Background: an optimization exercise with open tools, aiming at small area, a short achievable clock period and few clock cycles. Do not read the settings as production practice. The RTL was checked by simulation tests, not by an equivalence proof against the original design.

Setup of v9:
## CPU
module CPU(
	input clk,
	input rst,
	output reg [15 : 0]PC,
	input  [31 : 0]instr,
	output [15 : 0]mem_addr,
	output [15 : 0]mem_data,
	output write,
	input  [15 : 0]mem_rdata,
	output [255 : 0]REGS,
	output halted
);
	reg [15 : 0] R [0 : 14];
	reg ZF, SF;
	reg halt_r, stuck_r;
	reg halt_p;                 
	reg [15 : 0] ras;           
	genvar gi;
	generate
		for (gi = 0; gi < 15; gi = gi + 1) begin : g_regs
			assign REGS[gi*16 +: 16] = R[gi];
		end
	endgenerate
	assign REGS[255 : 240] = 16'd0;
	assign halted = halt_r;
	reg        e_we;        
	reg        e_wmem;      
	reg        e_wsp;       
	reg        e_store;     
	reg        e_usesum;    
	reg        e_addrb;     
	reg        e_ret;       
	reg        e_setcc, e_sub;
	reg        e_m8, e_p8;  
	reg        e_usec;      
	reg        e_dc;        
	reg        e_fa, e_fb;  
	reg [1 : 0] e_op;       
	reg [3 : 0] e_dst;
	reg [15 : 0] e_a, e_b, e_c;
	reg        m_we, m_wmem, m_wsp, m_store, m_ret;
	reg [3 : 0] m_dst;
	reg [15 : 0] m_addr, m_data, m_res;
	assign mem_addr = m_addr;
	assign mem_data = m_data;
	assign write = m_store;
	wire [15 : 0] wv = m_wmem ? mem_rdata : m_res;
	wire flush = m_ret && (mem_rdata != m_data);
	wire [15 : 0] a_op = e_fa ? m_res : e_a;
	wire [15 : 0] b_op = e_fb ? m_res : e_b;
	wire [15 : 0] x = e_m8 ? 16'hFFF8 : e_p8 ? 16'h0008 :
	                  e_usec ? e_c : (a_op ^ {16{e_sub}});
	reg [15 : 0] sum, gk, pk, pp;
	integer j, d;
	always @(*) begin
		pp = x ^ b_op;
		gk = x & b_op;
		gk[0] = gk[0] | (pp[0] & e_sub);
		pk = pp;
		for (d = 1; d < 16; d = d * 2)
			for (j = 15; j >= d; j = j - 1) begin
				gk[j] = gk[j] | (pk[j] & gk[j - d]);
				pk[j] = pk[j] & pk[j - d];
			end
		sum = pp ^ {gk[14 : 0], e_sub};
	end
	wire sum_zero = (pp == {x[14 : 0] | b_op[14 : 0], e_sub});
	reg  [15 : 0] v;
	always @(*) begin
		case (e_op)
			2'd0: v = sum;
			2'd1: v = x & b_op;
			2'd2: v = x ^ b_op;
			default: v = 16'd1;
		endcase
	end
	reg v_zero;
	always @(*) begin
		case (e_op)
			2'd0: v_zero = sum_zero;
			2'd1: v_zero = (x & b_op) == 16'd0;
			2'd2: v_zero = x == b_op;
			default: v_zero = 1'b0;
		endcase
	end
	wire zf_l = e_setcc ? v_zero : ZF;
	wire sf_l = e_setcc ? v[15] : SF;
	wire [3 : 0] icode = instr[3 : 0];
	wire [3 : 0] ifun  = instr[7 : 4];
	wire [3 : 0] rA    = instr[11 : 8];
	wire [3 : 0] rB    = instr[15 : 12];
	wire [15 : 0] valC_r = instr[31 : 16];
  ...
Size: ~2000 cells after synthesis, about 400 flip-flops.
export LEC_CHECK = 0
export CAP_MARGIN = 20
export CORE_MARGIN = 2
export CORE_UTILIZATION = 40
export PLACE_DENSITY = 0.6
export SLEW_MARGIN = 20
create_clock -name core_clock -period 10.0 [get_ports {clk}]
standard.sh (not shown) runs the stock make flow with config.mk's settings and CLKGATE_MAP_FILE= SYNTH_SCRIPT=/design/flow/synth_recipe.tcl, a recipe that flattens the netlist after the stock synthesis.
==> flow/flow/run.sh <==
#!/bin/bash
# Layout flow: the standard ORFS flow, with the port buffers made from
# the smallest buffer cell (instead of the resizer's default pick) and
# smaller clock-tree buffers. Each tool's full output goes to make.log here
# and to the ORFS logs under orfs/logs.
set -euo pipefail
bash standard.sh \
  "BUFFER_PORTS_ARGS=-buffer_cell sky130_fd_sc_hd__buf_1" \
  "CTS_BUF_LIST=sky130_fd_sc_hd__clkbuf_4 sky130_fd_sc_hd__clkbuf_8" \
  SETUP_SLACK_MARGIN=6.6 \
  finish > make.log 2>&1
Testbench counts of v9, summed over its fixed seeds: cycles 154,279.
Input-level comparison between v15 and v9:
diff --git a/flow/design.v b/flow/design.v
--- a/flow/design.v
+++ b/flow/design.v
@@ -30,60 +30,57 @@
 	reg        e_usesum;    
 	reg        e_addrb;     
 	reg        e_ret;       
 	reg        e_setcc, e_sub;
 	reg        e_m8, e_p8;  
 	reg        e_usec;      
 	reg        e_dc;        
-	reg        e_fa, e_fb;  
 	reg [1 : 0] e_op;       
 	reg [3 : 0] e_dst;
 	reg [15 : 0] e_a, e_b, e_c;
 	reg        m_we, m_wmem, m_wsp, m_store, m_ret;
 	reg [3 : 0] m_dst;
 	reg [15 : 0] m_addr, m_data, m_res;
 	assign mem_addr = m_addr;
 	assign mem_data = m_data;
 	assign write = m_store;
 	wire [15 : 0] wv = m_wmem ? mem_rdata : m_res;
 	wire flush = m_ret && (mem_rdata != m_data);
-	wire [15 : 0] a_op = e_fa ? m_res : e_a;
-	wire [15 : 0] b_op = e_fb ? m_res : e_b;
 	wire [15 : 0] x = e_m8 ? 16'hFFF8 : e_p8 ? 16'h0008 :
-	                  e_usec ? e_c : (a_op ^ {16{e_sub}});
+	                  e_usec ? e_c : (e_a ^ {16{e_sub}});
 	reg [15 : 0] sum, gk, pk, pp;
 	integer j, d;
 	always @(*) begin
-		pp = x ^ b_op;
-		gk = x & b_op;
+		pp = x ^ e_b;
+		gk = x & e_b;
 		gk[0] = gk[0] | (pp[0] & e_sub);
 		pk = pp;
 		for (d = 1; d < 16; d = d * 2)
 			for (j = 15; j >= d; j = j - 1) begin
 				gk[j] = gk[j] | (pk[j] & gk[j - d]);
 				pk[j] = pk[j] & pk[j - d];
 			end
 		sum = pp ^ {gk[14 : 0], e_sub};
 	end
-	wire sum_zero = (pp == {x[14 : 0] | b_op[14 : 0], e_sub});
+	wire sum_zero = (pp == {x[14 : 0] | e_b[14 : 0], e_sub});
 	reg  [15 : 0] v;
 	always @(*) begin
 		case (e_op)
 			2'd0: v = sum;
-			2'd1: v = x & b_op;
-			2'd2: v = x ^ b_op;
+			2'd1: v = x & e_b;
+			2'd2: v = x ^ e_b;
 			default: v = 16'd1;
 		endcase
 	end
 	reg v_zero;
 	always @(*) begin
 		case (e_op)
 			2'd0: v_zero = sum_zero;
-			2'd1: v_zero = (x & b_op) == 16'd0;
-			2'd2: v_zero = x == b_op;
+			2'd1: v_zero = (x & e_b) == 16'd0;
+			2'd2: v_zero = x == e_b;
 			default: v_zero = 1'b0;
 		endcase
 	end
 	wire zf_l = e_setcc ? v_zero : ZF;
 	wire sf_l = e_setcc ? v[15] : SF;
 	wire [3 : 0] icode = instr[3 : 0];
 	wire [3 : 0] ifun  = instr[7 : 4];
@@ -99,24 +96,22 @@
 	wire i_opq   = icode == 4'd6;
 	wire i_jxx   = icode == 4'd7;
 	wire i_call  = icode == 4'd8;
 	wire i_ret   = icode == 4'd9;
 	wire i_push  = icode == 4'd10;
 	wire i_pop   = icode == 4'd11;
 	wire i_inv   = icode >= 4'd13;
-	function e_hit;
-		input [3 : 0] idx;
-		begin
-			e_hit = (e_we && !e_wmem && e_dst == idx) || (e_wsp && idx == 4'd4);
-		end
-	endfunction
 	function [16 : 0] fwd;    
 		input [3 : 0] idx;
 		begin
-			if (m_we && m_dst == idx)
+			if (e_we && !e_wmem && e_dst == idx)
+				fwd = {1'b1, v};
+			else if (e_wsp && idx == 4'd4)
+				fwd = {1'b1, sum};
+			else if (m_we && m_dst == idx)
 				fwd = {1'b1, wv};
 			else if (m_wsp && idx == 4'd4)
 				fwd = {1'b1, m_res};
 			else
 				fwd = 17'd0;
 		end
 	endfunction
@@ -128,20 +123,17 @@
 	endfunction
 	wire [16 : 0] fa = fwd(rA);
 	wire [16 : 0] fb = fwd(rB);
 	wire [16 : 0] fs = fwd(4'd4);
 	wire [15 : 0] a_eff = fa[16] ? fa[15 : 0] : rd(rA);
 	wire [15 : 0] b_eff = fb[16] ? fb[15 : 0] : rd(rB);
 	wire [15 : 0] s_eff = fs[16] ? fs[15 : 0] : R[4];
-	wire use_a = i_rrmov || i_rmmov || i_opq || i_push;
-	wire use_b = i_rmmov || i_mrmov || i_opq;
+	wire e_load = e_we && e_wmem;
+	wire stall = e_load && (e_dst == rA || e_dst == rB || e_dst == 4'd4);
 	wire use_s = i_push || i_pop || i_call || i_ret;
-	wire e_load = e_we && e_wmem;
-	wire stall = e_load && ((use_a && e_dst == rA) || (use_b && e_dst == rB) ||
-	                        (use_s && e_dst == 4'd4));
 	wire run = !halt_r && !halt_p && !stuck_r;
 	wire go  = run && !stall && !flush;    
 	wire cond = (ifun == 4'd0) || (ifun == 4'd1 && sf_l) ||
 	            (ifun == 4'd2 && zf_l) || (ifun == 4'd3 && !zf_l);
 	wire [15 : 0] p8  = PC + 16'd8;
 	wire [15 : 0] p16 = PC + 16'd16;
 	wire [15 : 0] p24 = PC + 16'd24;
@@ -247,18 +239,16 @@
 		e_m8 <= i_push || i_call;
 		e_p8 <= i_pop || i_ret;
 		e_usec <= i_irmov || i_rmmov || i_mrmov;
 		e_dc <= i_call || i_ret;
 		e_dst <= f_dst;
 		e_wmem <= f_wmem;
 		e_a <= a_eff;
-		e_fa <= e_hit(rA);
-		e_fb <= ((i_rmmov || i_mrmov || i_opq) && e_hit(rB)) || (use_s && e_hit(4'd4));
 		e_b <= f_b;
 		e_c <= f_c;
 		m_dst <= e_dst;
 		m_wmem <= e_wmem;
 		m_res <= v;
-		m_data <= e_dc ? e_c : a_op;
-		m_addr <= e_addrb ? b_op : sum;
+		m_data <= e_dc ? e_c : e_a;
+		m_addr <= e_addrb ? e_b : sum;
 	end
 endmodule
Results
Re global-route usage: v15 and v9 aren't equal, and the lower value belongs to v9.
Summary of v15 over v9: die area picked up an extra about 1.9%, length of routed met3 wiring grew by about 15%.
Sort v15 and v9 by highest achievable clock rate asc -> top: v9
Taking v9 as 1.0, v15 lands at 1.3 on non-clock buffer count.
As far as number of enable flip-flop cells after synthesis goes, v9 and v15 are indistinguishable; the numbers are identical.
Final area delta for v15 relative to v9: about 9% higher
Share of synthesized area spent on multiplexers is higher on v9
v9 has lower y dimension of the die than v15.
v15 and v9 ended up with nearly the same slew at the pin closest to its max-slew limit.
v15 and v9 ended up with nearly the same final clock skew.
v15 does better than v9 on minimum setup slack in the final design.
Testbench counts of v15, summed over its fixed seeds: cycles 155,526.

## afterwards: timing with drivers on the ports
No port has a modelled driver above. Below, the same layouts with a new extraction and two added sets of constraints. Step 1 (the two cells are an assumption about what drives the block):
set clk [get_ports {clk}]
set_driving_cell -lib_cell sky130_fd_sc_hd__clkbuf_16 $clk
set_driving_cell -lib_cell sky130_fd_sc_hd__buf_2 [delete_from_list [all_inputs] $clk]
Step 2, shift: input delay + t, output delay - t, t = (earliest + latest rising clock arrival at the registers) / 2. This alone moves slack from input paths to output paths. Three values: no drivers, after step 1, after step 2; two values: the first two.
| run | t, ns | setup slack, ns | worst setup path at the end | cell pins on the clock port's net |
|---|---|---|---|---|
| v9 | 0.720 | 6.109 / 6.109 / 5.649 | input to register | 1 |
| v15 | 0.724 | 6.408 / 6.412 / 5.687 | input to register | 1 |
After both steps every run listed still meets setup and hold. For v15, which loses most, drivers alone change the setup slack by +0.004 ns; drivers and shift together by -0.721 ns.
